Source: an optimization exercise on an open RTL-to-GDS flow (aim: a short achievable clock period and few clock cycles). Production flows keep margins and buffers that such runs may drop.
Only simulation tests tie the RTL to the original design; equivalence was not proved.
Power figures rest on the tool's default switching activity, not on a simulated workload.

### flow/config.mk
export PLATFORM = sky130hd
export DESIGN_NAME = rv_core
export DESIGN_NICKNAME = rv_core
export VERILOG_FILES = /design/flow/design.v
export SDC_FILE = /design/flow/constraint.sdc
export NUM_CORES = 4
export LEC_CHECK = 0
export ABC_CLOCK_PERIOD_IN_PS = 4500
export CAP_MARGIN = 30
export CORE_MARGIN = 2
export CORE_UTILIZATION = 40
export SLEW_MARGIN = 30
### flow/constraint.sdc
create_clock -name core_clock -period 14.5 [get_ports {clk}]
set_input_delay 2.9000 -clock core_clock [delete_from_list [all_inputs] [get_ports {clk}]]
set_output_delay 2.9000 -clock core_clock [all_outputs]
set_load 0.01 [all_outputs]
### flow/design.v
module muldiv (
    input  logic        clk,
    input  logic        rst,
    input  logic        start,    
    input  logic        hold,     
    input  logic [2:0]  f3,
    input  logic [31:0] a,
    input  logic [31:0] b,
    output logic        idle,
    output logic        done,
    output logic [31:0] res
);
localparam logic [2:0] S_IDLE = 3'd0, S_M3 = 3'd1, S_DN = 3'd2, S_DI = 3'd3, S_DD = 3'd4,
                       S_M2 = 3'd5;
logic [2:0] st;
logic        sa_m, sb_m;
logic [31:0] cx, cy;
assign sa_m = (f3[1:0] == 2'b01) | (f3[1:0] == 2'b10);
assign sb_m = (f3[1:0] == 2'b01);
assign cx = (sa_m & a[31]) ? b : 32'd0;
assign cy = (sb_m & b[31]) ? a : 32'd0;
logic [63:0] pp [0:34];
always_comb begin
    for (int i = 0; i < 32; i++) pp[i] = b[i] ? ({32'd0, a} << i) : 64'd0;
    pp[32] = {~cx, 32'd0};
    pp[33] = {~cy, 32'd0};
    pp[34] = 64'h0000_0002_0000_0000;
end
logic [63:0] m2_o [0:7];
logic [63:0] m2_l0_s0, m2_l0_c0;
logic [63:0] m2_l0_s1, m2_l0_c1;
logic [63:0] m2_l0_s2, m2_l0_c2;
logic [63:0] m2_l0_s3, m2_l0_c3;
logic [63:0] m2_l0_s4, m2_l0_c4;
logic [63:0] m2_l0_s5, m2_l0_c5;
logic [63:0] m2_l0_s6, m2_l0_c6;
logic [63:0] m2_l0_s7, m2_l0_c7;
logic [63:0] m2_l0_s8, m2_l0_c8;
logic [63:0] m2_l0_s9, m2_l0_c9;
logic [63:0] m2_l0_s10, m2_l0_c10;
logic [63:0] m2_l1_s0, m2_l1_c0;
logic [63:0] m2_l1_s1, m2_l1_c1;
logic [63:0] m2_l1_s2, m2_l1_c2;
logic [63:0] m2_l1_s3, m2_l1_c3;
logic [63:0] m2_l1_s4, m2_l1_c4;
logic [63:0] m2_l1_s5, m2_l1_c5;
logic [63:0] m2_l1_s6, m2_l1_c6;
logic [63:0] m2_l1_s7, m2_l1_c7;
logic [63:0] m2_l2_s0, m2_l2_c0;
logic [63:0] m2_l2_s1, m2_l2_c1;
logic [63:0] m2_l2_s2, m2_l2_c2;
logic [63:0] m2_l2_s3, m2_l2_c3;
logic [63:0] m2_l2_s4, m2_l2_c4;
logic [63:0] m2_l3_s0, m2_l3_c0;
logic [63:0] m2_l3_s1, m2_l3_c1;
logic [63:0] m2_l3_s2, m2_l3_c2;
assign m2_l0_s0 = pp[0] ^ pp[1] ^ pp[2];
assign m2_l0_c0 = ((pp[0] & pp[1]) | (pp[0] & pp[2]) | (pp[1] & pp[2])) << 1;
assign m2_l0_s1 = pp[3] ^ pp[4] ^ pp[5];
assign m2_l0_c1 = ((pp[3] & pp[4]) | (pp[3] & pp[5]) | (pp[4] & pp[5])) << 1;
assign m2_l0_s2 = pp[6] ^ pp[7] ^ pp[8];
assign m2_l0_c2 = ((pp[6] & pp[7]) | (pp[6] & pp[8]) | (pp[7] & pp[8])) << 1;
assign m2_l0_s3 = pp[9] ^ pp[10] ^ pp[11];
assign m2_l0_c3 = ((pp[9] & pp[10]) | (pp[9] & pp[11]) | (pp[10] & pp[11])) << 1;
assign m2_l0_s4 = pp[12] ^ pp[13] ^ pp[14];
assign m2_l0_c4 = ((pp[12] & pp[13]) | (pp[12] & pp[14]) | (pp[13] & pp[14])) << 1;
assign m2_l0_s5 = pp[15] ^ pp[16] ^ pp[17];
assign m2_l0_c5 = ((pp[15] & pp[16]) | (pp[15] & pp[17]) | (pp[16] & pp[17])) << 1;
assign m2_l0_s6 = pp[18] ^ pp[19] ^ pp[20];
assign m2_l0_c6 = ((pp[18] & pp[19]) | (pp[18] & pp[20]) | (pp[19] & pp[20])) << 1;
assign m2_l0_s7 = pp[21] ^ pp[22] ^ pp[23];
assign m2_l0_c7 = ((pp[21] & pp[22]) | (pp[21] & pp[23]) | (pp[22] & pp[23])) << 1;
assign m2_l0_s8 = pp[24] ^ pp[25] ^ pp[26];
assign m2_l0_c8 = ((pp[24] & pp[25]) | (pp[24] & pp[26]) | (pp[25] & pp[26])) << 1;
assign m2_l0_s9 = pp[27] ^ pp[28] ^ pp[29];
assign m2_l0_c9 = ((pp[27] & pp[28]) | (pp[27] & pp[29]) | (pp[28] & pp[29])) << 1;
assign m2_l0_s10 = pp[30] ^ pp[31] ^ pp[32];
assign m2_l0_c10 = ((pp[30] & pp[31]) | (pp[30] & pp[32]) | (pp[31] & pp[32])) << 1;
assign m2_l1_s0 = m2_l0_s0 ^ m2_l0_c0 ^ m2_l0_s1;
assign m2_l1_c0 = ((m2_l0_s0 & m2_l0_c0) | (m2_l0_s0 & m2_l0_s1) | (m2_l0_c0 & m2_l0_s1)) << 1;
assign m2_l1_s1 = m2_l0_c1 ^ m2_l0_s2 ^ m2_l0_c2;
assign m2_l1_c1 = ((m2_l0_c1 & m2_l0_s2) | (m2_l0_c1 & m2_l0_c2) | (m2_l0_s2 & m2_l0_c2)) << 1;
assign m2_l1_s2 = m2_l0_s3 ^ m2_l0_c3 ^ m2_l0_s4;
assign m2_l1_c2 = ((m2_l0_s3 & m2_l0_c3) | (m2_l0_s3 & m2_l0_s4) | (m2_l0_c3 & m2_l0_s4)) << 1;
assign m2_l1_s3 = m2_l0_c4 ^ m2_l0_s5 ^ m2_l0_c5;
assign m2_l1_c3 = ((m2_l0_c4 & m2_l0_s5) | (m2_l0_c4 & m2_l0_c5) | (m2_l0_s5 & m2_l0_c5)) << 1;
assign m2_l1_s4 = m2_l0_s6 ^ m2_l0_c6 ^ m2_l0_s7;
assign m2_l1_c4 = ((m2_l0_s6 & m2_l0_c6) | (m2_l0_s6 & m2_l0_s7) | (m2_l0_c6 & m2_l0_s7)) << 1;
assign m2_l1_s5 = m2_l0_c7 ^ m2_l0_s8 ^ m2_l0_c8;
assign m2_l1_c5 = ((m2_l0_c7 & m2_l0_s8) | (m2_l0_c7 & m2_l0_c8) | (m2_l0_s8 & m2_l0_c8)) << 1;
assign m2_l1_s6 = m2_l0_s9 ^ m2_l0_c9 ^ m2_l0_s10;
assign m2_l1_c6 = ((m2_l0_s9 & m2_l0_c9) | (m2_l0_s9 & m2_l0_s10) | (m2_l0_c9 & m2_l0_s10)) << 1;
assign m2_l1_s7 = m2_l0_c10 ^ pp[33] ^ pp[34];
assign m2_l1_c7 = ((m2_l0_c10 & pp[33]) | (m2_l0_c10 & pp[34]) | (pp[33] & pp[34])) << 1;
assign m2_l2_s0 = m2_l1_s0 ^ m2_l1_c0 ^ m2_l1_s1;
assign m2_l2_c0 = ((m2_l1_s0 & m2_l1_c0) | (m2_l1_s0 & m2_l1_s1) | (m2_l1_c0 & m2_l1_s1)) << 1;
assign m2_l2_s1 = m2_l1_c1 ^ m2_l1_s2 ^ m2_l1_c2;
assign m2_l2_c1 = ((m2_l1_c1 & m2_l1_s2) | (m2_l1_c1 & m2_l1_c2) | (m2_l1_s2 & m2_l1_c2)) << 1;
assign m2_l2_s2 = m2_l1_s3 ^ m2_l1_c3 ^ m2_l1_s4;
assign m2_l2_c2 = ((m2_l1_s3 & m2_l1_c3) | (m2_l1_s3 & m2_l1_s4) | (m2_l1_c3 & m2_l1_s4)) << 1;
assign m2_l2_s3 = m2_l1_c4 ^ m2_l1_s5 ^ m2_l1_c5;
assign m2_l2_c3 = ((m2_l1_c4 & m2_l1_s5) | (m2_l1_c4 & m2_l1_c5) | (m2_l1_s5 & m2_l1_c5)) << 1;
assign m2_l2_s4 = m2_l1_s6 ^ m2_l1_c6 ^ m2_l1_s7;
assign m2_l2_c4 = ((m2_l1_s6 & m2_l1_c6) | (m2_l1_s6 & m2_l1_s7) | (m2_l1_c6 & m2_l1_s7)) << 1;
assign m2_l3_s0 = m2_l2_s0 ^ m2_l2_c0 ^ m2_l2_s1;
assign m2_l3_c0 = ((m2_l2_s0 & m2_l2_c0) | (m2_l2_s0 & m2_l2_s1) | (m2_l2_c0 & m2_l2_s1)) << 1;
assign m2_l3_s1 = m2_l2_c1 ^ m2_l2_s2 ^ m2_l2_c2;
assign m2_l3_c1 = ((m2_l2_c1 & m2_l2_s2) | (m2_l2_c1 & m2_l2_c2) | (m2_l2_s2 & m2_l2_c2)) << 1;
assign m2_l3_s2 = m2_l2_s3 ^ m2_l2_c3 ^ m2_l2_s4;
assign m2_l3_c2 = ((m2_l2_s3 & m2_l2_c3) | (m2_l2_s3 & m2_l2_s4) | (m2_l2_c3 & m2_l2_s4)) << 1;
assign m2_o[0] = m2_l3_s0;
assign m2_o[1] = m2_l3_c0;
assign m2_o[2] = m2_l3_s1;
assign m2_o[3] = m2_l3_c1;
assign m2_o[4] = m2_l3_s2;
assign m2_o[5] = m2_l3_c2;
assign m2_o[6] = m2_l2_c4;
assign m2_o[7] = m2_l1_c7;
logic [63:0] mq [0:7];      
logic        mhi;
logic [63:0] m3_o [0:1];
logic [63:0] m3_l0_s0, m3_l0_c0;
logic [63:0] m3_l0_s1, m3_l0_c1;
logic [63:0] m3_l1_s0, m3_l1_c0;
logic [63:0] m3_l1_s1, m3_l1_c1;
logic [63:0] m3_l2_s0, m3_l2_c0;
logic [63:0] m3_l3_s0, m3_l3_c0;
assign m3_l0_s0 = mq[0] ^ mq[1] ^ mq[2];
assign m3_l0_c0 = ((mq[0] & mq[1]) | (mq[0] & mq[2]) | (mq[1] & mq[2])) << 1;
assign m3_l0_s1 = mq[3] ^ mq[4] ^ mq[5];
assign m3_l0_c1 = ((mq[3] & mq[4]) | (mq[3] & mq[5]) | (mq[4] & mq[5])) << 1;
assign m3_l1_s0 = m3_l0_s0 ^ m3_l0_c0 ^ m3_l0_s1;
assign m3_l1_c0 = ((m3_l0_s0 & m3_l0_c0) | (m3_l0_s0 & m3_l0_s1) | (m3_l0_c0 & m3_l0_s1)) << 1;
assign m3_l1_s1 = m3_l0_c1 ^ mq[6] ^ mq[7];
assign m3_l1_c1 = ((m3_l0_c1 & mq[6]) | (m3_l0_c1 & mq[7]) | (mq[6] & mq[7])) << 1;
assign m3_l2_s0 = m3_l1_s0 ^ m3_l1_c0 ^ m3_l1_s1;
assign m3_l2_c0 = ((m3_l1_s0 & m3_l1_c0) | (m3_l1_s0 & m3_l1_s1) | (m3_l1_c0 & m3_l1_s1)) << 1;
assign m3_l3_s0 = m3_l2_s0 ^ m3_l2_c0 ^ m3_l1_c1;
assign m3_l3_c0 = ((m3_l2_s0 & m3_l2_c0) | (m3_l2_s0 & m3_l1_c1) | (m3_l2_c0 & m3_l1_c1)) << 1;
assign m3_o[0] = m3_l3_s0;
assign m3_o[1] = m3_l3_c0;
logic [63:0] ms, mc;        
logic [63:0] prod;
assign prod = ms + mc;
logic [31:0] ma;            
logic [31:0] da, db;
logic        negq, negr, bz, isrem;
logic [31:0] rr, xx, qq;
logic [33:0] db3;
logic [4:0]  cnt;
function automatic [5:0] clz32(input [31:0] v);
    logic [31:0] x;
    logic [4:0]  n;
    begin
        x = v;
        n = 5'd0;
        if (x[31:16] == 16'd0) begin n[4] = 1'b1; x = {x[15:0], 16'd0}; end
        if (x[31:24] == 8'd0)  begin n[3] = 1'b1; x = {x[23:0], 8'd0};  end
        if (x[31:28] == 4'd0)  begin n[2] = 1'b1; x = {x[27:0], 4'd0};  end
        if (x[31:30] == 2'd0)  begin n[1] = 1'b1; x = {x[29:0], 2'd0};  end
        if (x[31] == 1'b0)     n[0] = 1'b1;
        clz32 = (v == 32'd0) ? 6'd32 : {1'b0, n};
    end
endfunction
logic [5:0] ca, cb;
logic       nega;
logic [6:0] nq;
logic       nq_le0, dtriv;
logic [5:0] n2;
assign nq     = {1'b0, cb} - {1'b0, ca} + 7'd1 + {6'd0, nega};
assign nq_le0 = nq[6] | (nq == 7'd0);
assign dtriv  = bz | nq_le0;
assign n2     = (nq[6:5] != 2'b00) ? 6'd32 : (nq[5:0] + {5'd0, nq[0]});    
logic [33:0] r4;
logic [34:0] t1, t2, t3;
assign r4 = {rr, xx[31:30]};
assign t1 = {1'b0, r4} - {1'b0, {2'b00, db}};
assign t2 = {1'b0, r4} - {1'b0, {1'b0, db, 1'b0}};
assign t3 = {1'b0, r4} - {1'b0, db3};
logic [31:0] r_n, q_n;
always_comb begin
    if (!t3[34]) begin
        r_n = t3[31:0];
        q_n = {qq[29:0], 2'b11};
    end else if (!t2[34]) begin
        r_n = t2[31:0];
        q_n = {qq[29:0], 2'b10};
    end else if (!t1[34]) begin
        r_n = t1[31:0];
        q_n = {qq[29:0], 2'b01};
    end else begin
        r_n = r4[31:0];
        q_n = {qq[29:0], 2'b00};
    end
end
assign idle = (st == S_IDLE);
assign done = (st == S_M3) | (st == S_DN & dtriv) | (st == S_DD);
always_comb begin
    if (st == S_M3)
        res = mhi ? prod[63:32] : prod[31:0];
    else if (st == S_DN)
        res = isrem ? ma : {32{bz}};
    else if (isrem)
        res = negr ? (32'd0 - rr) : rr;
    else
        res = negq ? (32'd0 - qq) : qq;
end
always_ff @(posedge clk) begin
    if (rst) begin
        st <= S_IDLE;
    end else begin
        case (st)
            S_IDLE: if (start) st <= f3[2] ? S_DN : S_M2;
            S_M2:   st <= S_M3;
            S_M3:   if (!hold) st <= S_IDLE;
            S_DN: begin
                if (!dtriv) st <= S_DI;
                else if (!hold) st <= S_IDLE;
            end
            S_DI:   if (cnt == 5'd1) st <= S_DD;
            default: if (!hold) st <= S_IDLE;
        endcase
    end
end
always_ff @(posedge clk) begin
    case (st)
        S_IDLE: begin
            for (int i = 0; i < 8; i++) mq[i] <= m2_o[i];
            mhi   <= (f3[1:0] != 2'b00);
            ma    <= a;
            da    <= (!f3[0] && a[31]) ? (32'd0 - a) : a;
            db    <= (!f3[0] && b[31]) ? (32'd0 - b) : b;
            negq  <= !f3[0] && (a[31] ^ b[31]);
            negr  <= !f3[0] && a[31];
            bz    <= (b == 32'd0);
            isrem <= f3[1];
            ca    <= clz32(a ^ {32{!f3[0] & a[31]}});
            cb    <= clz32(b ^ {32{!f3[0] & b[31]}});
            nega  <= !f3[0] & a[31];
        end
        S_M2: begin
            ms <= m3_o[0];
            mc <= m3_o[1];
        end
        S_DN: begin
            db3 <= {2'b00, db} + {1'b0, db, 1'b0};
            qq  <= 32'd0;
            cnt <= n2[5:1];
            {rr, xx} <= {da, 32'd0} >> n2;
        end
        S_DI: begin
            xx  <= {xx[29:0], 2'b00};
            cnt <= cnt - 5'd1;
            rr  <= r_n;
            qq  <= q_n;
        end
        default: ;
    endcase
end
endmodule
module rv_core (
    input  logic        clk,
    input  logic        rst,
    output logic [31:0] imem_addr,
    input  logic [31:0] imem_rdata,
    input  logic        imem_resp,
    output logic [31:0] dmem_addr,
    output logic        dmem_read,
    output logic        dmem_write,
    output logic [3:0]  dmem_wmask,
    output logic [31:0] dmem_wdata,
    input  logic [31:0] dmem_rdata,
    input  logic        dmem_resp
);
logic [31:0] fa;               
logic        pv;               
logic [31:0] ppc;              
logic        pp_hit, pp_tk;    
logic [18:0] pp13p, pp13m;     
logic [31:0] q_ins [0:3];
logic [31:0] q_pc  [0:3];
logic [3:0]  q_hit, q_tk;
logic [1:0]  q_head, q_tail;
logic [2:0]  q_cnt;
logic        d_redone;         
logic        btb_v   [0:15];
logic [25:0] btb_tag [0:15];
logic [31:0] btb_tgt [0:15];
logic [1:0]  btb_ctr [0:15];
logic        bu_v, bu_tk, bu_jal;
logic [31:0] bu_pc, bu_tgt;
logic        e_v;
logic [31:0] e_pc, e_pc4, e_a, e_b, e_c;
logic [4:0]  e_rd;
logic        e_wen, e_load, e_store, e_br, e_jal, e_jalr, e_md, e_pred;
logic [2:0]  e_f3;
logic        e_fam, e_fbm, e_fcm;
logic        e_fac, e_fbc;     
logic [31:0] e_ma, e_mb;       
logic        e_fma, e_fmb;
logic [31:0] e_imm;
logic        e_sub, e_sra;
logic [9:0]  e_rsel;           
logic        m_v, m_wen, m_load, m_store;
logic [4:0]  m_rd;
logic [31:0] m_res, m_wdata;
logic [31:0] m_addr;           
logic [3:0]  m_wmask;
logic [3:0]  m_bsel, m_ssel;
logic        m_b1hi, m_isb, m_isw;
logic [31:0] rf [1:31];
logic rst_r;
always_ff @(posedge clk) rst_r <= rst;
logic md_idle, md_done;
logic [31:0] md_res;
logic mem_wait, md_stall, stall;
assign mem_wait = (m_load | m_store) & ~dmem_resp;
assign md_stall = e_v & e_md & ~md_done;
assign stall    = mem_wait | md_stall;
logic [31:0] xa, xb, xc;
assign xa = e_fam ? m_res : e_a;
assign xb = e_fbm ? m_res : e_b;
assign xc = e_fcm ? m_res : e_c;
logic [31:0] xa_m, xb_m;
assign xa_m = e_fma ? m_res : e_ma;
assign xb_m = e_fmb ? m_res : e_mb;
logic [31:0] sum, sll_r, sr_r;
logic        eq, lt, ltu;
assign sum   = xa + (xb ^ {32{e_sub}}) + {31'd0, e_sub};
assign ltu   = (xa < xb);
assign lt    = (xa[31] ^ xb[31]) ? xa[31] : ltu;
logic [31:0] xa_c, xb_c;
logic        eq_c, lt_c, ltu_c;
assign xa_c  = e_fac ? m_res : e_a;
assign xb_c  = e_fbc ? m_res : e_b;
assign eq    = (xa_c == xb_c);
assign ltu_c = (xa_c < xb_c);
assign lt_c  = (xa_c[31] ^ xb_c[31]) ? xa_c[31] : ltu_c;
assign sll_r = xa << xb[4:0];
logic [32:0] sr_tmp;
assign sr_tmp = $signed({e_sra & xa[31], xa}) >>> xb[4:0];
assign sr_r  = sr_tmp[31:0];
logic [31:0] e_res;
assign e_res = ({32{e_rsel[0]}} & sum)
             | ({32{e_rsel[1]}} & {31'd0, lt})
             | ({32{e_rsel[2]}} & {31'd0, ltu})
             | ({32{e_rsel[3]}} & sll_r)
             | ({32{e_rsel[4]}} & sr_r)
             | ({32{e_rsel[5]}} & (xa ^ xb))
             | ({32{e_rsel[6]}} & (xa | xb))
             | ({32{e_rsel[7]}} & (xa & xb))
             | ({32{e_rsel[8]}} & e_pc4)
             | ({32{e_rsel[9]}} & md_res);
logic taken;
always_comb begin
    case (e_f3)
        3'b000:  taken = eq;
        3'b001:  taken = ~eq;
        3'b100:  taken = lt_c;
        3'b101:  taken = ~lt_c;
        3'b110:  taken = ltu_c;
        default: taken = ~ltu_c;
    endcase
end
logic        e_red;
logic [31:0] e_tgt;
assign e_tgt  = e_pc + e_imm;
logic tk;
assign tk     = e_jal | taken;
assign e_red  = e_v & (e_jalr | ((e_br | e_jal) & (tk ^ e_pred)));
muldiv MD (
    .clk   (clk),
    .rst   (rst),
    .start (e_v & e_md & md_idle),
    .hold  (mem_wait),
    .f3    (e_f3),
    .a     (xa_m),
    .b     (xb_m),
    .idle  (md_idle),
    .done  (md_done),
    .res   (md_res)
);
logic [1:0]  lo2;
logic [3:0]  lo_oh;
assign lo2   = xa[1:0] + xb[1:0];
assign lo_oh = 4'b0001 << lo2;
logic [31:0] ins, dpc;
logic        dv, dhit, dtk;
logic qe, arr;
assign qe   = (q_cnt == 3'd0);
assign arr  = pv & imem_resp;
logic [31:0] qh_ins;
assign qh_ins = q_ins[q_head];
assign ins  = qe ? imem_rdata : qh_ins;
assign dpc  = qe ? ppc        : q_pc[q_head];
assign dhit = qe ? pp_hit     : q_hit[q_head];
assign dtk  = qe ? pp_tk      : q_tk[q_head];
assign dv   = ~qe | arr;
logic [6:0] op;
logic [2:0] f3;
logic [4:0] rs1, rs2, rd;
assign op  = ins[6:0];
assign f3  = ins[14:12];
assign rs1 = ins[19:15];
assign rs2 = ins[24:20];
assign rd  = ins[11:7];
logic is_lui, is_auipc, is_jal, is_jalr, is_br, is_load, is_store, is_opi, is_op, is_md, is_alu;
assign is_lui   = (op == 7'b0110111);
assign is_auipc = (op == 7'b0010111);
assign is_jal   = (op == 7'b1101111);
assign is_jalr  = (op == 7'b1100111);
assign is_br    = (op == 7'b1100011);
assign is_load  = (op == 7'b0000011);
assign is_store = (op == 7'b0100011);
assign is_opi   = (op == 7'b0010011);
assign is_op    = (op == 7'b0110011);
assign is_md    = is_op & ins[25];
assign is_alu   = is_opi | (is_op & ~ins[25]);
logic [31:0] imm_i, imm_s, imm_b, imm_u, imm_j;
assign imm_i = {{20{ins[31]}}, ins[31:20]};
assign imm_s = {{20{ins[31]}}, ins[31:25], ins[11:7]};
assign imm_b = {{19{ins[31]}}, ins[31], ins[7], ins[30:25], ins[11:8], 1'b0};
assign imm_u = {ins[31:12], 12'd0};
assign imm_j = {{11{ins[31]}}, ins[31], ins[19:12], ins[20], ins[30:21], 1'b0};
logic use1, use2, d_wen;
assign use1  = ~(is_lui | is_auipc | is_jal) & (rs1 != 5'd0);
assign use2  = (is_op | is_br | is_store) & (rs2 != 5'd0);
assign d_wen = (is_lui | is_auipc | is_jal | is_jalr | is_load | is_opi | is_op) & (rd != 5'd0);
logic h1e, h1m, h2e, h2m;
assign h1e = e_v & e_wen & (e_rd == rs1);
assign h1m = m_v & m_wen & (m_rd == rs1);
assign h2e = e_v & e_wen & (e_rd == rs2);
assign h2m = m_v & m_wen & (m_rd == rs2);
logic [31:0] m_fin;
logic [31:0] rv1, rv2;
logic [4:0]  rs1_a, rs2_a, rs1_q, rs2_q;
logic [31:0] rf1_a, rf2_a, rf1_q, rf2_q;
assign rs1_a  = imem_rdata[19:15];
assign rs2_a  = imem_rdata[24:20];
assign rs1_q  = qh_ins[19:15];
assign rs2_q  = qh_ins[24:20];
assign rf1_a  = (rs1_a == 5'd0) ? 32'd0 : rf[rs1_a];
assign rf2_a  = (rs2_a == 5'd0) ? 32'd0 : rf[rs2_a];
assign rf1_q  = (rs1_q == 5'd0) ? 32'd0 : rf[rs1_q];
assign rf2_q  = (rs2_q == 5'd0) ? 32'd0 : rf[rs2_q];
assign rv1 = h1m ? m_fin : (qe ? rf1_a : rf1_q);
assign rv2 = h2m ? m_fin : (qe ? rf2_a : rf2_q);
logic luse;
assign luse = e_v & e_load & e_wen & ((use1 & (e_rd == rs1)) | (use2 & (e_rd == rs2)));
logic        st_tk, fin_pred, d_need, d_red, d_go;
logic [31:0] d_tgt, d_pc4;
assign st_tk    = ins[31] | (f3 == 3'b001);
assign fin_pred = is_jal ? dtk : (is_br & (dhit ? dtk : st_tk));
assign d_need   = (is_br & ~dhit & st_tk) | (~is_jal & ~is_br & dtk);
logic [18:0] dh13p, dh13m, qh13p, qh13m;
logic [31:0] qhpc;
assign qhpc  = q_pc[q_head];
assign qh13p = qhpc[31:13] + 19'd1;
assign qh13m = qhpc[31:13] - 19'd1;
assign dh13p = qe ? pp13p : qh13p;
assign dh13m = qe ? pp13m : qh13m;
logic [13:0] lo_b;
logic [18:0] hi_b;
assign lo_b = {1'b0, dpc[12:0]} + {1'b0, imm_b[12:0]};
assign hi_b = (lo_b[13] & ~ins[31]) ? dh13p : (~lo_b[13] & ins[31]) ? dh13m : dpc[31:13];
assign d_tgt    = {hi_b, lo_b[12:0]};
assign d_pc4    = dpc + 32'd4;
assign d_red    = dv & d_need & ~d_redone & ~e_red;
assign d_go     = dv & ~stall & ~luse & ~e_red;
logic [9:0] d_rsel;
always_comb begin
    d_rsel = 10'd0;
    if (is_md)                 d_rsel[9] = 1'b1;
    else if (is_jal | is_jalr) d_rsel[8] = 1'b1;
    else if (is_alu) begin
        case (f3)
            3'b000: d_rsel[0] = 1'b1;
            3'b010: d_rsel[1] = 1'b1;
            3'b011: d_rsel[2] = 1'b1;
            3'b001: d_rsel[3] = 1'b1;
            3'b101: d_rsel[4] = 1'b1;
            3'b100: d_rsel[5] = 1'b1;
            3'b110: d_rsel[6] = 1'b1;
            default: d_rsel[7] = 1'b1;
        endcase
    end else                   d_rsel[0] = 1'b1;
end
logic [3:0]  f_idx;
logic        f_hit, f_tk;
logic [31:0] f_pred;
assign f_idx  = fa[5:2];
assign f_hit  = btb_v[f_idx] & (btb_tag[f_idx] == fa[31:6]);
assign f_tk   = f_hit & btb_ctr[f_idx][1];
assign f_pred = f_tk ? btb_tgt[f_idx] : fa + 32'd4;
logic enq, refetch, issue;
assign enq     = arr & ~e_red & ~d_red;
assign refetch = pv & ~imem_resp & ~e_red & ~d_red;
assign issue   = ({1'b0, q_cnt} + {3'd0, pv}) <= 4'd2;
assign imem_addr = fa;
logic s_ej, s_et, s_ep, s_db, s_dp, s_rf, s_is, s_hd;
assign s_ej = e_red & e_jalr;
assign s_et = e_red & ~e_jalr & tk;
assign s_ep = e_red & ~e_jalr & ~tk;
assign s_db = ~e_red & d_red & is_br;
assign s_dp = ~e_red & d_red & ~is_br;
assign s_rf = refetch;
assign s_is = ~e_red & ~d_red & ~refetch & issue;
assign s_hd = ~e_red & ~d_red & ~refetch & ~issue;
logic [31:0] fa_n;
assign fa_n = ({32{s_ej}} & {sum[31:1], 1'b0})
            | ({32{s_et}} & e_tgt)
            | ({32{s_ep}} & e_pc4)
            | ({32{s_db}} & d_tgt)
            | ({32{s_dp}} & d_pc4)
            | ({32{s_rf}} & ppc)
            | ({32{s_is}} & f_pred)
            | ({32{s_hd}} & fa);
always_ff @(posedge clk) begin
    if (rst) begin
        fa <= 32'h40000000;
        pv <= 1'b0;
    end else begin
        fa <= fa_n;
        pv <= issue & ~e_red & ~d_red & ~refetch;
    end
    ppc    <= fa;
    pp13p  <= fa[31:13] + 19'd1;
    pp13m  <= fa[31:13] - 19'd1;
    pp_hit <= f_hit;
    pp_tk  <= f_tk;
end
logic       q_adv;
assign q_adv = dv & ~stall & ~luse & ~qe;       
always_ff @(posedge clk) begin
    if (rst) begin
        q_cnt    <= 3'd0;
        q_head   <= 2'd0;
        d_redone <= 1'b0;
    end else begin
        if (q_adv) q_head <= q_head + 2'd1;
        if (e_red)
            q_cnt <= 3'd0;
        else if (d_red)
            q_cnt <= d_go ? 3'd0 : 3'd1;        
        else if (enq & ~d_go)
            q_cnt <= q_cnt + 3'd1;
        else if (~enq & d_go)
            q_cnt <= q_cnt - 3'd1;
        if (e_red | d_go)  d_redone <= 1'b0;
        else if (d_red)    d_redone <= 1'b1;
    end
end
assign q_tail = q_head + q_cnt[1:0];
always_ff @(posedge clk) begin
    if (pv & imem_resp) begin
        q_ins[q_tail] <= imem_rdata;
        q_pc[q_tail]  <= ppc;
        q_hit[q_tail] <= pp_hit;
        q_tk[q_tail]  <= pp_tk;
    end
end
logic [3:0] bu_idx;
logic       bu_hit;
logic [3:0] e_bidx;
logic       e_bhit;
assign e_bidx = e_pc[5:2];
assign e_bhit = btb_v[e_bidx] & (btb_tag[e_bidx] == e_pc[31:6]);
assign bu_idx = bu_pc[5:2];
always_ff @(posedge clk) begin
    if (rst) bu_v <= 1'b0;
    else     bu_v <= e_v & ~stall & (e_br | e_jal);
end
always_ff @(posedge clk) begin
    if (rst_r) begin
        for (int k = 0; k < 16; k++) btb_v[k] <= 1'b0;
    end else if (bu_v & ~bu_hit & bu_tk) begin
        btb_v[bu_idx] <= 1'b1;
    end
end
always_ff @(posedge clk) begin
    begin
        if (bu_v) begin
            if (bu_hit) begin
                if (bu_tk) begin
                    if (btb_ctr[bu_idx] != 2'b11) btb_ctr[bu_idx] <= btb_ctr[bu_idx] + 2'd1;
                end else begin
                    if (btb_ctr[bu_idx] != 2'b00) btb_ctr[bu_idx] <= btb_ctr[bu_idx] - 2'd1;
                end
            end else if (bu_tk) begin
                btb_tag[bu_idx] <= bu_pc[31:6];
                btb_tgt[bu_idx] <= bu_tgt;
                btb_ctr[bu_idx] <= bu_jal ? 2'b11 : 2'b10;
            end
        end
    end
    bu_pc  <= e_pc;
    bu_hit <= e_bhit;
    bu_tgt <= e_tgt;    
    bu_tk  <= tk;
    bu_jal <= e_jal;
end
always_ff @(posedge clk) begin
    if (rst) begin
        e_v <= 1'b0;
    end else if (!stall) begin
        e_v <= d_go;
    end
    if (!stall) begin
        e_pc    <= dpc;
        e_pc4   <= d_pc4;
        e_a     <= is_auipc ? dpc : (is_lui ? 32'd0 : rv1);
        e_b     <= (is_op | is_br) ? rv2 :
                   is_store ? imm_s :
                   (is_lui | is_auipc) ? imm_u : imm_i;
        e_c     <= rv2;
        e_rd    <= rd;
        e_wen   <= d_wen;
        e_load  <= is_load;
        e_store <= is_store;
        e_br    <= is_br;
        e_jal   <= is_jal;
        e_jalr  <= is_jalr;
        e_md    <= is_md;
        e_pred  <= fin_pred;
        e_f3    <= f3;
        e_sub   <= is_op & ~ins[25] & ins[30] & (f3 == 3'b000);
        e_sra   <= ins[30];
        e_rsel  <= d_rsel;
        e_fam   <= use1 & h1e;
        e_fac   <= is_br & use1 & h1e;
        e_fbc   <= is_br & use2 & h2e;
        e_fbm   <= (is_op | is_br) & use2 & h2e;
        e_fcm   <= is_store & use2 & h2e;
        e_imm   <= is_jal ? imm_j : imm_b;
    end
    if (!stall && is_md) begin
        e_ma    <= rv1;
        e_mb    <= rv2;
        e_fma   <= use1 & h1e;
        e_fmb   <= use2 & h2e;
    end
end
always_ff @(posedge clk) begin
    if (rst) begin
        m_v     <= 1'b0;
        m_load  <= 1'b0;
        m_store <= 1'b0;
    end else if (!stall) begin
        m_v     <= e_v;
        m_load  <= e_v & e_load;
        m_store <= e_v & e_store;
    end
    if (!stall && e_v && (e_load || e_store)) m_addr <= sum;
    if (!stall) begin
        m_wen   <= e_wen;
        m_rd    <= e_rd;
        m_res   <= e_res;
        m_wdata <= xc << {lo2, 3'b000};
        case (e_f3[1:0])
            2'b00:   m_wmask <= lo_oh;
            2'b01:   m_wmask <= lo2[1] ? 4'b1100 : 4'b0011;
            default: m_wmask <= 4'b1111;
        endcase
        case (e_f3[1:0])
            2'b00:   m_bsel <= lo_oh;
            2'b01:   m_bsel <= lo2[1] ? 4'b0100 : 4'b0001;
            default: m_bsel <= 4'b0001;
        endcase
        m_b1hi <= (e_f3[1:0] == 2'b01) & lo2[1];
        m_isb  <= (e_f3[1:0] == 2'b00);
        m_isw  <= (e_f3[1:0] == 2'b10);
        if (e_f3[2] || e_f3[1])    m_ssel <= 4'b0000;
        else if (e_f3[0])          m_ssel <= lo2[1] ? 4'b1000 : 4'b0010;
        else                       m_ssel <= lo_oh;
    end
end
assign dmem_addr  = m_addr;
assign dmem_read  = m_load;
assign dmem_write = m_store;
assign dmem_wmask = m_wmask;
assign dmem_wdata = m_wdata;
logic [31:0] ld;
logic        lsign;
logic [7:0]  lb0, lb1;
assign lsign = |(m_ssel & {dmem_rdata[31], dmem_rdata[23], dmem_rdata[15], dmem_rdata[7]});
assign lb0   = ({8{m_bsel[0]}} & dmem_rdata[7:0])   | ({8{m_bsel[1]}} & dmem_rdata[15:8])
             | ({8{m_bsel[2]}} & dmem_rdata[23:16]) | ({8{m_bsel[3]}} & dmem_rdata[31:24]);
assign lb1   = m_isb ? {8{lsign}} : (m_b1hi ? dmem_rdata[31:24] : dmem_rdata[15:8]);
assign ld    = {m_isw ? dmem_rdata[31:16] : {16{lsign}}, lb1, lb0};
assign m_fin = m_load ? ld : m_res;
logic rf_we;
assign rf_we = m_v & m_wen & ~(m_load & ~dmem_resp);
always_ff @(posedge clk) begin
    if (rst_r) begin
        for (int k = 1; k < 32; k++) rf[k] <= 32'd0;
    end else if (rf_we) begin
        rf[m_rd] <= m_fin;
    end
end
endmodule
### flow/flow/run.sh
#!/bin/bash
# Standard ORFS layout (the standard.sh, unchanged synthesis), with the
# timing repair steps asked to leave 10 ns of setup slack at the design's
# 14.5 ns clock, so that the layout is optimised for speed, and free to
# resize cells across footprints.
set -uo pipefail
bash standard.sh SETUP_SLACK_MARGIN=10 MATCH_CELL_FOOTPRINT=0 finish > make_finish.log 2>&1
status=$?
tail -5 make_finish.log
exit $status
### flow/standard.sh
#!/bin/bash
# synth_recipe.tcl (not shown) runs the flow's synth.tcl, then flattens the netlist and writes it again
# the make line also repeats each setting of config.mk as NAME=value (left out here)
make -C /OpenROAD-flow-scripts/flow DESIGN_CONFIG=/design/flow/config.mk WORK_HOME=/design/flow/orfs CLKGATE_MAP_FILE= SYNTH_SCRIPT=/design/flow/synth_recipe.tcl "${@:-finish}"
==> results of run 1 <==
-- flip-flops by register name, indices dropped and copies added (netlist names), 34 cells and up, named ones only --
signal and count:
rf 1024, btb_tag 416, btb_tgt 512, MD.mc 55, q_pc 128, MD.ms 64, MD.mq 306, MD.db3 34
q_ins 128
-- layout by cell type, fill, tap and decap left out, types with 115 or more instances in the layout --
cell / n
buf_6: 182
dfxtp_1: 164
o21ai_0: 433
nand3_1: 201
xnor2_1: 365
mux4_2: 1553
buf_12: 225
inv_1: 1439
buf_4: 654
nand2_1: 1093
o22ai_1: 122
nor2_1: 2473
mux2_2: 115
edfxtp_1: 3311
xor2_1: 149
ha_1: 602
a21o_1: 125
fa_1: 971
a21oi_1: 605
clkbuf_16: 521
mux2i_1: 577
nor3_1: 130
-- through the flow --
step / instances / power, mW / instance area (um2)
3_3_place_gp: 25070 / 55.92 / 239700
3_5_place_dp: 25090 / 56.71 / 240300
6_report: 26680 / 72.56 / 270200
5_1_grt: 26650 / 75.90 / 270100
4_1_cts: 26390 / 70.24 / 265000
2_1_floorplan: 18230 / 40.99 / 229900
-- timing repair --
item,in CTS,in global routing
cloned,128,42
setup endpoints to repair,3137,1472
gates resized for setup,1430,430
setup buffers,423,202
pin swaps,121,135
-- routing by layer --
metal / track usage [%] / part of all wire, % / vias up
met5: 0.1168 / 0.067 / -
met4: 22.79 / 9.1 / 64
met2: 46.71 / 42 / 13880
met1: 40.04 / 34 / 88030
met3: 10.80 / 14 / 3486
li1: - / - / 68330
-- power by group through the flow --
stage                     registers (mW)  clock network [mW]  logic [mW]
final                               17.3                10.7        44.6
after detailed placement            17.7                   0        39.0
after global placement              17.7                   0        38.3
after global routing                17.4                11.1        47.4
after CTS                           17.2                10.8        42.2
after floorplan                     16.5                   0        24.5
-- cell type report --
| cell class | count | share of cell area [%] |
|---|---|---|
| diodes | 39 | 0.03612 |
| clock buffers | 476 | 3.914 |
| clock inverters | 272 | 1.134 |
| inverters | 1494 | 2.141 |
| multi-input cells | 11920 | 44.22 |
| flip-flops and latches | 3517 | 38.36 |
| well taps | 7533 | 3.488 |
| repair buffers | 1430 | 6.703 |
| repair inverters | 1 | 0.002778 |
-- cells by family after synthesis --
kind of cell / share of synthesized area (%)
simple gates: 8.757
flops: 45.50
buf+inv: 4.820
compound gates: 7.545
mux: 19.28
fa+ha+maj: 12.02
xor+xnor: 2.090
-- critical path, cell delays in order (launching register included) --
cell,delay (ns)
edfxtp_1,0.45
buf_4,0.18
buf_12,0.14
mux2i_4,0.27
inv_1,0.08
ha_2,0.43
nand3_1,0.15
nor3_2,0.42
nand4_1,0.21
mux2_4,0.35
o31ai_4,0.29
a31oi_2,0.16
buf_6,0.19
mux2_4,0.35
nor4_4,0.37
buf_12,0.17
and3_4,0.29
buf_12,0.14
a21o_1,0.10
a22oi_1,0.06
a21oi_1,0.17
-- final timing paths --
check / from / end / slack (ns) / cells after the start
max: e_fac / fa[18] / 9.41 / 20
min: MD.mq[0][3] / MD.ms[3] / 0.42 / 0
max reg2reg: e_fac / fa[18] / 9.41 / 20
min reg2reg: MD.mq[0][3] / MD.ms[3] / 0.42 / 0
==> flow_summary_export.csv, run 1 <==
group,metric,value,unit
grt,grtUsageTotal,32.06,%
synth,synthTopCellsByCount,"edfxtp_1 (3311), nor2_1 (2520), mux4_2 (1559)",
floorplan,core_area,568000,um2
drt,drt_iter0_markers,29090,
cells_and_area,nets,20430,
floorplan,ios,170,
clocking,cts.clk_slew.worst_paths,0.07,ns
synth,synth_top_cell_by_area,"edfxtp_1",
outcome,status,"finished clean",
clocking,cts_root_buf,"clkbuf_16",
sta,min_period,5.089,ns
place,place_hpwl,597100,um
synth,seq_area_frac_synth,45.50,%
drt,drtPass1Iterations,9,
critical_path,critPathLaunchType,"flip-flop",
power,power.internal,38.31,mW
floorplan,fp.dieH,758.3,um
place,place_ws,7.213,ns
power,power_density,268.5,nW/um2
grt,grt_pass1_vias,165200,
synth,ys_ff_latch,3517,
cells_and_area,area_growth,18.73,%
drt,vias_per_cell,6.514,
synth,synth_edf_count,3311,
synth,synth.net_count,19900,
clocking,ctsHoldBuffers,0,
synth,syn_inst,18230,
power,seq_power_share,23.8,%
synth,synth_flop_cell,"edfxtp_1",
drt,num_vias,173800,
synth,yosysUniqueCellTypes,103,
sta,hold_viol_final,0,
sta,rsz0062_at_grt,"true",
floorplan,num_rows,277,
critical_path,cp-end-kind,"flip-flop",
cells_and_area,layout-drive-gt1-share,24.05,%
sta,hold_slack,0.4230,ns
power,clkPwrFrac,14.8,%
critical_path,crit_arrival,6.04,ns
sta,max_slew_margin,20.59,%
drt,wl_per_cell,35.83,um
sta,max_freq,196.5,MHz
grt,grt_max_degree,167,
drt,drc,0,
place,globalplace.congestion,1.010,
clocking,h-tree-depth,5,
sta,fin_setup_tns,0,ns
critical_path,crit_required,15.45,ns
floorplan,die_area,575000,um2
synth,yosys_warnings,6,
critical_path,path_class,"reg2reg",
power,p_comb_share,61.4,%
sta,period_share,35.09,%
drt,drtAntennaViolNets,0,
clocking,cts_buffers,399,
floorplan,start_util,40.07,%
clocking,clock_path_buffers,4,
grt,grt_antenna_before_repair,72,
floorplan,die_w,758.3,um
sta,finalSetupViolCount,0,
synth,synthArstFlopShare,0,%
synth,ys_top_cells_by_area,"edfxtp_1 (44%), mux4_2 (15%), fa_1 (8.6%)",
cells_and_area,multi_input_area,119500,um2
power,p_leak,102.1,nW
cells_and_area,finish.utilization,47.57,%
grt,grt_pass1_wl,1301000,um
synth,synth_top_area_share,43.68,%
synth,synthesis.area,227600,um2
critical_path,crit_fanout,7,
synth,avgSynthCellArea,12.48,um2
sta,finClkSkew,0.1069,ns
power,p_sw,34.25,mW
drt,routed_wl,955900,um
sta,drv_slew,0,
power,peakVddDrop,0.2193,mV
synth,yosysMostFrequentCell,"edfxtp_1",
sta,tightest_slew,1.187,ns
power,switching_share,47.20,%
clocking,cts_tree,"built",
hold_path,min-delay-path-class,"reg2reg",
sta,postLayoutSetupSlackWorst,9.411,ns
cells_and_area,nFillCells,49440,
run,max-cap-violations,0,
clocking,clock-sinks,3517,
place,io_buffers,169,
cells_and_area,seq_area,103700,um2
clocking,clk_latency,1.10,ns
grt,grt_overflow,0,
Testbench counts, summed over its fixed seeds: cycles 8,551.
==> inputs of run 2 (changes only) <==
--- a/flow/design.v
+++ b/flow/design.v
@@ -330,7 +330,7 @@
 assign ltu   = (xa < xb);
 assign lt    = (xa[31] ^ xb[31]) ? xa[31] : ltu;
 logic [31:0] xa_c, xb_c;
-logic        eq_c, lt_c, ltu_c;
+logic        lt_c, ltu_c;
 assign xa_c  = e_fac ? m_res : e_a;
 assign xb_c  = e_fbc ? m_res : e_b;
 assign eq    = (xa_c == xb_c);
@@ -448,22 +448,26 @@
 logic luse;
 assign luse = e_v & e_load & e_wen & ((use1 & (e_rd == rs1)) | (use2 & (e_rd == rs2)));
 logic        st_tk, fin_pred, d_need, d_red, d_go;
-logic [31:0] d_tgt, d_pc4;
+logic [31:0] d_pc4;
 assign st_tk    = ins[31] | (f3 == 3'b001);
 assign fin_pred = is_jal ? dtk : (is_br & (dhit ? dtk : st_tk));
 assign d_need   = (is_br & ~dhit & st_tk) | (~is_jal & ~is_br & dtk);
-logic [18:0] dh13p, dh13m, qh13p, qh13m;
 logic [31:0] qhpc;
 assign qhpc  = q_pc[q_head];
+logic [12:0] ib_a, ib_q;
+assign ib_a = {imem_rdata[31], imem_rdata[7], imem_rdata[30:25], imem_rdata[11:8], 1'b0};
+assign ib_q = {qh_ins[31], qh_ins[7], qh_ins[30:25], qh_ins[11:8], 1'b0};
+logic [13:0] lo_a, lo_q;
+logic [18:0] hi_a, hi_q, qh13p, qh13m;
 assign qh13p = qhpc[31:13] + 19'd1;
 assign qh13m = qhpc[31:13] - 19'd1;
-assign dh13p = qe ? pp13p : qh13p;
-assign dh13m = qe ? pp13m : qh13m;
-logic [13:0] lo_b;
-logic [18:0] hi_b;
-assign lo_b = {1'b0, dpc[12:0]} + {1'b0, imm_b[12:0]};
-assign hi_b = (lo_b[13] & ~ins[31]) ? dh13p : (~lo_b[13] & ins[31]) ? dh13m : dpc[31:13];
-assign d_tgt    = {hi_b, lo_b[12:0]};
+assign lo_a = {1'b0, ppc[12:0]}  + {1'b0, ib_a};
+assign lo_q = {1'b0, qhpc[12:0]} + {1'b0, ib_q};
+assign hi_a = (lo_a[13] & ~imem_rdata[31]) ? pp13p : (~lo_a[13] & imem_rdata[31]) ? pp13m : ppc[31:13];
+assign hi_q = (lo_q[13] & ~qh_ins[31])     ? qh13p : (~lo_q[13] & qh_ins[31])     ? qh13m : qhpc[31:13];
+logic [31:0] tgt_a, tgt_q;
+assign tgt_a = {hi_a, lo_a[12:0]};
+assign tgt_q = {hi_q, lo_q[12:0]};
 assign d_pc4    = dpc + 32'd4;
 assign d_red    = dv & d_need & ~d_redone & ~e_red;
 assign d_go     = dv & ~stall & ~luse & ~e_red;
@@ -497,12 +501,14 @@
 assign refetch = pv & ~imem_resp & ~e_red & ~d_red;
 assign issue   = ({1'b0, q_cnt} + {3'd0, pv}) <= 4'd2;
 assign imem_addr = fa;
-logic s_ej, s_et, s_ep, s_db, s_dp, s_rf, s_is, s_hd;
+logic s_ej, s_et, s_ep, s_db, s_dba, s_dbq, s_dp, s_rf, s_is, s_hd;
 assign s_ej = e_red & e_jalr;
 assign s_et = e_red & ~e_jalr & tk;
 assign s_ep = e_red & ~e_jalr & ~tk;
 assign s_db = ~e_red & d_red & is_br;
 assign s_dp = ~e_red & d_red & ~is_br;
+assign s_dba = s_db & qe;
+assign s_dbq = s_db & ~qe;
 assign s_rf = refetch;
 assign s_is = ~e_red & ~d_red & ~refetch & issue;
 assign s_hd = ~e_red & ~d_red & ~refetch & ~issue;
@@ -510,7 +516,8 @@
 assign fa_n = ({32{s_ej}} & {sum[31:1], 1'b0})
             | ({32{s_et}} & e_tgt)
             | ({32{s_ep}} & e_pc4)
-            | ({32{s_db}} & d_tgt)
+            | ({32{s_dba}} & tgt_a)
+            | ({32{s_dbq}} & tgt_q)
             | ({32{s_dp}} & d_pc4)
             | ({32{s_rf}} & ppc)
             | ({32{s_is}} & f_pred)
==> run 2 against run 1 <==
  * Cell area shrank 0.27%
  * Worst setup slack lost 0.073 ns
  * Critical path depth shrank 2
  * Clock power is essentially flat
  * Core utilization shrank 0.10 points
  * Clock-buffer cell count grew 4
  * Critical path type is now in2reg
  * Largest cell class unchanged
==> flow_summary_export.csv, run 2 <==
group,metric,value,unit
synth,synth.net_count,19690,
sta,rsz0062_at_grt,"true",
cells_and_area,final_cell_mix,"edfxtp_1 (3311), nor2_1 (2448), mux4_2 (1594)",
clocking,clock_path_buffers,4,
cells_and_area,seq_area,103600,um2
floorplan,num_rows,277,
critical_path,r2r_slack,9.36,ns
clocking,cts.clk_slew.worst_paths,0.07,ns
power,peakVddDrop,0.3847,mV
cells_and_area,top_regs,"rf (1024), btb_tgt (512), btb_tag (416)",
synth,synthTopCellsByCount,"edfxtp_1 (3311), nor2_1 (2523), mux4_2 (1595)",
synth,synth_top_area_share,43.70,%
critical_path,crit_arrival,6.05,ns
synth,synth_top_cell_by_area,"edfxtp_1",
synth,synth_flop_cell,"edfxtp_1",
cells_and_area,top_register,"rf",
drt,drtAntennaViolNets,0,
drt,routed_wl,971800,um
synth,yosys_warnings,6,
sta,finalSetupViolCount,0,
outcome,status,"finished clean",
critical_path,crit_required,15.39,ns
power,power_density,265.7,nW/um2
drt,drt_iter0_markers,27910,
grt,grt_max_degree,149,
drt,vias_per_cell,6.573,
synth,synthArstFlopShare,0,%
cells_and_area,layout-drive-gt1-share,25.09,%
drt,num_vias,174400,
floorplan,core_area,567700,um2
place,io_buffers,169,
run,max-cap-violations,0,
sta,max_slew_margin,19.07,%
grt,grt_antenna_before_repair,88,
sta,hold_slack,0.4145,ns
sta,min_period,5.162,ns
cells_and_area,final_common_cell,"edfxtp_1",
place,globalplace.congestion,1.025,
synth,synthesis.area,227500,um2
cells_and_area,multi_input_area,120000,um2
synth,seq_area_frac_synth,45.51,%
synth,yosysUniqueCellTypes,123,
cells_and_area,area_growth,18.45,%
sta,finClkSkew,0.1355,ns
synth,ys_ff_latch,3517,
floorplan,ios,170,
place,placed_cells,24920,
clocking,ctsHoldBuffers,0,
critical_path,critPathLaunchType,"primary input",
clocking,cts_tree,"built",
sta,fin_setup_tns,0,ns
critical_path,crit_fanout,6,
synth,ys_top_cells_by_area,"edfxtp_1 (44%), mux4_2 (16%), fa_1 (8.6%)",
floorplan,die_w,758.2,um
grt,grt_pass1_wl,1315000,um
grt,grtUsageTotal,32.57,%
drt,drtPass1Iterations,10,
sta,max_freq,193.7,MHz
grt,grt_overflow,0,
clocking,clock-sinks,3517,
floorplan,start_util,40.08,%
cells_and_area,nets,20280,
grt,grt_pass1_vias,164700,
cells_and_area,fin_cells,26530,
sta,tightest_slew,1.201,ns
clocking,cts_root_buf,"clkbuf_16",
drt,wl_per_cell,36.63,um
clocking,h-tree-depth,5,
drt,drc,0,
clocking,clk_latency,1.10,ns
floorplan,die_area,574800,um2
synth,avgSynthCellArea,12.63,um2
synth,yosysMostFrequentCell,"edfxtp_1",
sta,hold_viol_final,0,
power,p_leak,101.2,nW
synth,synth_edf_count,3311,
place,place_hpwl,613500,um
sta,drv_slew,0,
cells_and_area,nFillCells,49650,
critical_path,path_class,"in2reg",
sta,period_share,35.60,%
floorplan,fp.dieH,758.2,um
synth,syn_inst,18010,
clocking,cts_buffers,392,
critical_path,cp-end-kind,"flip-flop",
hold_path,min-delay-path-class,"reg2reg",
cells_and_area,largest_reg_flops,1024,
## run 2: metrics by stage
step | power (mW) | cell area [um2] | setup WS [ns] | util (%)
floorplan | 40.62 | 227500 | 2.956 | -
global placement | 55.43 | 239300 | 6.720 | 42.15
detailed placement | 56.09 | 239800 | 6.793 | 42.24
CTS | 69.18 | 263700 | 9.185 | 46.44
global route | 75.01 | 269300 | 9.258 | 47.44
finish | 71.61 | 269500 | 9.338 | 47.47
## run 2: power breakdown
| group | internal [mW] | leakage [nW] | switching, mW |
|---|---|---|---|
| combinational | 16.5 | 60.7 | 27.4 |
| sequential | 15.5 | 34.2 | 1.90 |
| clock | 5.88 | 6.34 | 4.52 |
## run 2: cell families after synthesis
| logic type | after synthesis | share of synthesized area [%] |
|---|---|---|
| AND/OR/NAND/NOR | 4574 | 8.618 |
| flip-flops | 3517 | 45.51 |
| buffers and inverters | 2813 | 4.780 |
| AO/OA/AOI/OAI | 2516 | 7.307 |
| multiplexers | 2438 | 19.60 |
| adder cells (fa/ha/maj) | 1616 | 12.10 |
| XOR/XNOR | 539 | 2.075 |
## run 2: worst paths after layout
kind,startpoint,to,cells after the start
min reg2reg,MD.mq[0][2],MD.ms[2],0
min,MD.mq[0][2],MD.ms[2],0
max,imem_rdata[8],fa[27],18
max reg2reg,q_cnt[2],fa[22],14
## run 2: timing repair
| item | in CTS | in global routing |
|---|---|---|
| cloned | 100 | 37 |
| endpoints found under the setup margin | 3148 | 1194 |
| gates resized for setup | 1519 | 586 |
| pin swaps | 189 | 208 |
| buffers inserted | 426 | 243 |
## run 2: worst max-delay path, cell delays in order
cell and delay (ns):
buf_8 0.10, ha_4 0.16, fa_2 0.39, a21oi_2 0.15, nor2_2 0.05, o21a_1 0.20
o41ai_4 0.28, o21ai_2 0.13, o41a_4 0.38, buf_12 0.16, buf_8 0.12, buf_6 0.12
mux2_2 0.27, nand2_2 0.07, o21ai_2 0.06, a22oi_1 0.17, o21ai_1 0.10, o31a_1 0.25
## run 2: layer usage
metal / wire (um) / up-vias / GRT usage [%]
met4: 87030 / 44 / 22.64
met3: 138500 / 3708 / 11.01
li1: - / 67950 / -
met5: 343 / - / 0
met2: 416200 / 14320 / 47.96
met1: 329800 / 88360 / 40.43
## run 2: cell type report
| type | count | area share, % |
|---|---|---|
| Antenna cell | 70 | 0.06500 |
| Clock buffer | 480 | 3.877 |
| Clock inverter | 246 | 0.9750 |
| Inverter | 1494 | 2.146 |
| Multi-Input combinational cell | 11710 | 44.54 |
| Sequential cell | 3517 | 38.46 |
| Tap cell | 7533 | 3.498 |
| Timing Repair Buffer | 1483 | 6.436 |
Testbench counts of run 2, summed over its fixed seeds: cycles 8,551.

==> port drivers added, routing unchanged <==
No port has a modelled driver above. Below, the same layouts with a new extraction and two added sets of constraints. Step 1: set_driving_cell puts a clkbuf_16 on clk and a buf_2 on each other input, an assumption about the parent block. Step 2 adds t to the input delays and takes it off the output delays; t is the mean of the earliest and latest rising clock arrival at the registers after step 1. Input paths then give back, and output paths get back, about the clock's delay inside the block. Slacks: ideal ports / drivers / drivers and shift; pairs: ideal ports / drivers.
| run | t (ns) | setup slack, ns | worst setup path at the end | latest minus earliest clock arrival (ns) |
|---|---|---|---|---|
| run 1 | 1.169 | 9.411 / 9.389 / 8.220 | input to register | 0.123 / 0.122 |
| run 2 | 1.192 | 9.338 / 9.278 / 8.085 | input to register | 0.157 / 0.157 |
After both steps setup and hold are still met in every run listed. For run 2, which loses most, drivers alone change the setup slack by -0.060 ns; drivers and shift together by -1.253 ns.
